From an optimization exercise on the open Yosys and OpenROAD flow, aimed at small area; shortcuts taken in it are not production practice.
RTL that was checked went through simulation tests only; none was proved equivalent to the original.
Power and IR drop assume default switching activity.

==> inputs of trial 49 <==
Design ucsbece154a_mips, start of the top module:
module ucsbece154a_mips (
    input               clk, reset,
    output wire  [31:0] pc_o,
    input        [31:0] instr_i,
    output wire         MemWrite_o,
    output wire  [31:0] aluout_o, writedata_o,
    input        [31:0] readdata_i
);
wire MemToReg, Branch, ALUSrc, RegDst, RegWrite, Jump;
wire BranchNe, ZeroExtImm, Sub, Logic, Or, Slt;
ucsbece154a_controller c (
    .op_i(instr_i[31:26]), .funct_i(instr_i[5:0]),
    .RegWrite_o(RegWrite), .RegDst_o(RegDst),
    .ALUSrc_o(ALUSrc),
    .Branch_o(Branch), .MemWrite_o(MemWrite_o),
    .MemToReg_o(MemToReg),
    .Sub_o(Sub), .Logic_o(Logic), .Or_o(Or), .Slt_o(Slt),
    .Jump_o(Jump),
    .BranchNe_o(BranchNe),
    .ZeroExtImm_o(ZeroExtImm)
);
ucsbece154a_datapath dp (
    .clk(clk), .reset(reset),
    .RegWrite_i(RegWrite),
    .RegDst_i(RegDst),
    .ALUSrc_i(ALUSrc),
    .Branch_i(Branch),
    .MemToReg_i(MemToReg),
    .Sub_i(Sub), .Logic_i(Logic), .Or_i(Or), .Slt_i(Slt),
    .Jump_i(Jump),
    .BranchNe_i(BranchNe),
    .ZeroExtImm_i(ZeroExtImm),
    .pc_o(pc_o),
    .instr_i(instr_i),
    .aluout_o(aluout_o),
    .writedata_o(writedata_o),
    .readdata_i(readdata_i)
);
endmodule
==> module ucsbece154a_alu, before the edit <==
module ucsbece154a_alu (
    input        [31:0] a_i, b_i,
    input               sub_i, logic_i, or_i, slt_i,
    output wire  [31:0] y_o,
    output wire         eq_o
);
wire [31:0] bx = b_i ^ {32{sub_i}};
wire [31:0] p  = a_i ^ bx;
wire [31:0] g  = a_i & bx;
reg  [31:0] G, P;
integer i, d;
always @* begin
    G = g;
    P = p;
    G[0] = g[0] | (p[0] & sub_i);
    for (d = 1; d < 32; d = d * 2)
        for (i = 2 * d - 1; i < 32; i = i + 2 * d) begin
            G[i] = G[i] | (P[i] & G[i - d]);
            P[i] = P[i] & P[i - d];
        end
    for (d = 8; d >= 1; d = d / 2)
        for (i = 3 * d - 1; i < 32; i = i + 2 * d) begin
            G[i] = G[i] | (P[i] & G[i - d]);
            P[i] = P[i] & P[i - d];
        end
end
wire [31:0] sum = p ^ {G[30:0], sub_i};
wire        lt  = (a_i[31] ^ b_i[31]) ? a_i[31] : sum[31];
wire [31:0] lg  = or_i ? (p | g) : g;
assign y_o  = logic_i ? lg : slt_i ? {31'b0, lt} : sum;
assign eq_o = &p;
endmodule
==> module ucsbece154a_datapath, before the edit <==
module ucsbece154a_datapath (
    input               clk, reset,
    input               RegWrite_i,
    input               RegDst_i,
    input               ALUSrc_i,
    input               Branch_i,
    input               MemToReg_i,
    input               Sub_i, Logic_i, Or_i, Slt_i,
    input               Jump_i,
    input               BranchNe_i,
    input               ZeroExtImm_i,
    output wire  [31:0] pc_o,
    input        [31:0] instr_i,
    output wire  [31:0] aluout_o, writedata_o,
    input        [31:0] readdata_i
);
reg  [29:0] pcw;
wire        eq;
wire [31:0] rd1, rd2;
wire [31:0] imm_ext = {{16{instr_i[15] & ~ZeroExtImm_i}}, instr_i[15:0]};
wire        taken   = Branch_i & (eq ^ BranchNe_i);
wire [29:0] pc_seq  = pcw + (taken ? imm_ext[29:0] : 30'b0) + 30'd1;
wire [29:0] pc_next = Jump_i ? {pcw[29:26], instr_i[25:0]} : pc_seq;
always @(posedge clk) begin
    if (reset) pcw <= 30'b0;
    else pcw <= pc_next;
end
assign pc_o = {pcw, 2'b00};
ucsbece154a_rf rf (
    .clk(clk),
    .a1_i(instr_i[25:21]), .a2_i(instr_i[20:16]),
    .a3_i(RegDst_i ? instr_i[15:11] : instr_i[20:16]),
    .rd1_o(rd1), .rd2_o(rd2),
    .we3_i(RegWrite_i & ~reset),
    .wd3_i(MemToReg_i ? readdata_i : aluout_o)
);
ucsbece154a_alu alu (
    .a_i(rd1), .b_i(ALUSrc_i ? imm_ext : rd2),
    .sub_i(Sub_i), .logic_i(Logic_i), .or_i(Or_i), .slt_i(Slt_i),
    .y_o(aluout_o),
    .eq_o(eq)
);
assign writedata_o = rd2;
endmodule
==> flow/config.mk <==
export PLATFORM = sky130hd
export DESIGN_NAME = ucsbece154a_mips
export DESIGN_NICKNAME = ucsbece154a_mips
export VERILOG_FILES = /design/flow/design.v
export SDC_FILE = /design/flow/constraint.sdc
export NUM_CORES = 4
export LEC_CHECK = 0
export CAP_MARGIN = 20
export CORE_MARGIN = 2
export CORE_UTILIZATION = 50
export CTS_BUF_LIST = sky130_fd_sc_hd__clkbuf_16
export CTS_CLUSTER_DIAMETER = 100
export CTS_CLUSTER_SIZE = 24
export SETUP_SLACK_MARGIN = 0.05
export SLEW_MARGIN = 20
export SYNTH_HIERARCHICAL = 1
==> flow/constraint.sdc <==
create_clock -name core_clock -period 9.5 [get_ports {clk}]
set_input_delay 1.9000 -clock core_clock [delete_from_list [all_inputs] [get_ports {clk}]]
set_output_delay 1.9000 -clock core_clock [all_outputs]
set_load 0.01 [all_outputs]
standard.sh (not shown) runs the stock make flow with config.mk's settings and CLKGATE_MAP_FILE= SYNTH_SCRIPT=/design/flow/synth_recipe.tcl, a recipe that flattens the netlist after the stock synthesis.
==> flow/flow/run.sh <==
#!/bin/bash
# Standard layout, with plain buffers (not delay cells) on the ports.
set -euo pipefail
export BUFFER_PORTS_ARGS="-buffer_cell sky130_fd_sc_hd__buf_2"
bash standard.sh > standard.log 2>&1
==> inputs of build 3, as changes to trial 49 <==
--- a/flow/design.v
+++ b/flow/design.v
@@ -26,27 +26,27 @@
     output wire  [31:0] y_o,
     output wire         eq_o
 );
-wire [31:0] bx = b_i ^ {32{sub_i}};
-wire [31:0] p  = a_i ^ bx;
-wire [31:0] g  = a_i & bx;
-reg  [31:0] G, P;
+wire [31:0] ax = a_i ^ {32{sub_i}};
+wire [31:0] p  = ax ^ b_i;
+wire [31:0] g  = ax & b_i;
+reg  [31:0] G, P, Gn, Pn;
 integer i, d;
 always @* begin
     G = g;
     P = p;
-    G[0] = g[0] | (p[0] & sub_i);
-    for (d = 1; d < 32; d = d * 2)
-        for (i = 2 * d - 1; i < 32; i = i + 2 * d) begin
-            G[i] = G[i] | (P[i] & G[i - d]);
-            P[i] = P[i] & P[i - d];
-        end
-    for (d = 8; d >= 1; d = d / 2)
-        for (i = 3 * d - 1; i < 32; i = i + 2 * d) begin
-            G[i] = G[i] | (P[i] & G[i - d]);
-            P[i] = P[i] & P[i - d];
-        end
-end
-wire [31:0] sum = p ^ {G[30:0], sub_i};
+    for (d = 1; d < 32; d = d * 2) begin
+        Gn = G;
+        Pn = P;
+        for (i = 0; i < 32; i = i + 1)
+            if (i % (2 * d) >= d) begin
+                Gn[i] = G[i] | (P[i] & G[(i / (2 * d)) * (2 * d) + d - 1]);
+                Pn[i] = P[i] & P[(i / (2 * d)) * (2 * d) + d - 1];
+            end
+        G = Gn;
+        P = Pn;
+    end
+end
+wire [31:0] sum = (p ^ {32{sub_i}}) ^ {G[30:0], 1'b0};
 wire        lt  = (a_i[31] ^ b_i[31]) ? a_i[31] : sum[31];
 wire [31:0] lg  = or_i ? (p | g) : g;
 assign y_o  = logic_i ? lg : slt_i ? {31'b0, lt} : sum;
@@ -162,8 +162,12 @@
 wire [31:0] rd1, rd2;
 wire [31:0] imm_ext = {{16{instr_i[15] & ~ZeroExtImm_i}}, instr_i[15:0]};
 wire        taken   = Branch_i & (eq ^ BranchNe_i);
-wire [29:0] pc_seq  = pcw + (taken ? imm_ext[29:0] : 30'b0) + 30'd1;
-wire [29:0] pc_next = Jump_i ? {pcw[29:26], instr_i[25:0]} : pc_seq;
+wire [29:0] pc_next;
+ucsbece154a_pcnext pn (
+    .pc_i(pcw), .instr_i(instr_i[25:0]),
+    .taken_i(taken), .jump_i(Jump_i),
+    .pc_o(pc_next)
+);
 always @(posedge clk) begin
     if (reset) pcw <= 30'b0;
     else pcw <= pc_next;
@@ -184,6 +188,56 @@
     .eq_o(eq)
 );
 assign writedata_o = rd2;
+endmodule
+module ucsbece154a_pcnext (
+    input        [29:0] pc_i,
+    input        [25:0] instr_i,
+    input               taken_i, jump_i,
+    output wire  [29:0] pc_o
+);
+wire [15:0] off = instr_i[15:0];
+wire [15:0] p = pc_i[15:0] ^ off;
+wire [15:0] g = pc_i[15:0] & off;
+reg  [15:0] G, P, Gn, Pn;
+integer i, d;
+always @* begin
+    G = g;
+    P = p;
+    G[0] = g[0] | p[0];      
+    for (d = 1; d < 16; d = d * 2) begin
+        Gn = G;
+        Pn = P;
+        for (i = 0; i < 16; i = i + 1)
+            if (i % (2 * d) >= d) begin
+                Gn[i] = G[i] | (P[i] & G[(i / (2 * d)) * (2 * d) + d - 1]);
+                Pn[i] = P[i] & P[(i / (2 * d)) * (2 * d) + d - 1];
+            end
+        G = Gn;
+        P = Pn;
+    end
+end
+wire [15:0] lo_t = p ^ {G[14:0], 1'b1};      
+reg  [16:0] ones;
+reg  [13:0] hones, hzeros;
+always @* begin
+    ones[0] = 1'b1;
+    for (i = 1; i < 17; i = i + 1)
+        ones[i] = ones[i - 1] & pc_i[i - 1];
+    hones[0]  = 1'b1;
+    hzeros[0] = 1'b1;
+    for (i = 1; i < 14; i = i + 1) begin
+        hones[i]  = hones[i - 1] & pc_i[15 + i];
+        hzeros[i] = hzeros[i - 1] & ~pc_i[15 + i];
+    end
+end
+wire [15:0] lo_n = pc_i[15:0] ^ ones[15:0];  
+wire [15:0] lo  = taken_i ? lo_t : lo_n;
+wire        c16 = taken_i ? G[15] : ones[16];
+wire        t   = taken_i & off[15];
+wire        up  = ~t & c16;       
+wire        dn  = t & ~c16;       
+wire [13:0] hi  = pc_i[29:16] ^ (({14{up}} & hones) | ({14{dn}} & hzeros));
+assign pc_o = jump_i ? {pc_i[29:26], instr_i} : {hi, lo};
 endmodule
 module ucsbece154a_mips (
     input               clk, reset,
==> flow/flow/run.sh (replaced) <==
#!/bin/bash
# Standard layout, with plain buffers (not delay cells) on the ports.
set -euo pipefail
export BUFFER_PORTS_ARGS="-buffer_cell sky130_fd_sc_hd__buf_1"
bash standard.sh > standard.log 2>&1
- CORE_UTILIZATION: 50 -> 45
- CTS_CLUSTER_SIZE: 24 -> 28
- SETUP_SLACK_MARGIN: 0.05 -> 0.2
==> notes <==
Of build 3 and trial 49, build 3 has the higher die area (gap 11%, measured against trial 49).
In build 3 the clock skew is lower than in trial 49, by 0.0037 ns.
Count of clock-buffer cells in the layout: build 3 is lower than trial 49 (6).
Between trial 49 and build 3, the lower first-iteration DRC count is in trial 49 (gap 7.9%, measured against build 3).
Between trial 49 and build 3, the lower maximum frequency is in trial 49 (gap about 3%, measured against build 3).
In trial 49 the global-route usage is higher than in build 3, by 4.0 points.
==> figures <==
quantity	trial 49	build 3
Status	finished clean	finished clean
Die area	0.0942 sq mm	0.105 sq mm
Combinational power	1790 uW	1780 uW
Initial core utilization	50.3%	45.3%
Top-area cell type share of the netlist area	64.9%	64.6%
Count of inverters not on the clock network in the layout	100	112
Arrival time of the worst setup path	7.48 ns	7.20 ns
Nonclk buf count	507	348
Clock buffers created by TritonCTS	49	43
Netlist cell types	75	84
Crit path from	instr_i[16]	instr_i[25]
Post-route worst setup slack	0.118 ns	0.401 ns
Tapcell Cnt	1186	1368
Worst clock skew	0.0393 ns	0.0356 ns
No functional check of the RTL was part of trial 49.

-- separate check: timing with driven ports --
How much do the figures lean on ideal ports? The routed layouts below were timed once more, with nothing changed but the port constraints.
Step 1 assumes that a clkbuf_16 drives the clock port and a buf_2 every other input.
Step 2 moves the port delays by t, midway between the first and last clock arrival at a register: inputs arrive t later, outputs are due t later. That takes back most of the time a late clock gives input paths.
a / b / c = ideal / step 1 / step 2; a / b = the first two.
run | t (ns) | setup WS [ns] | worst hold slack (ns) | worst setup path at the end
trial 49 | 0.719 | 0.118 / 0.038 / -0.199 | 0.559 / 0.559 / 0.559 | input to register
build 3 | 0.719 | 0.401 / 0.301 / 0.301 | 0.593 / 0.593 / 0.593 | input to output
Met with ideal ports but missed after step 2: setup timing in trial 49. The setup slack of trial 49, which loses most, moves by -0.080 ns with the drivers and by -0.317 ns with both steps.
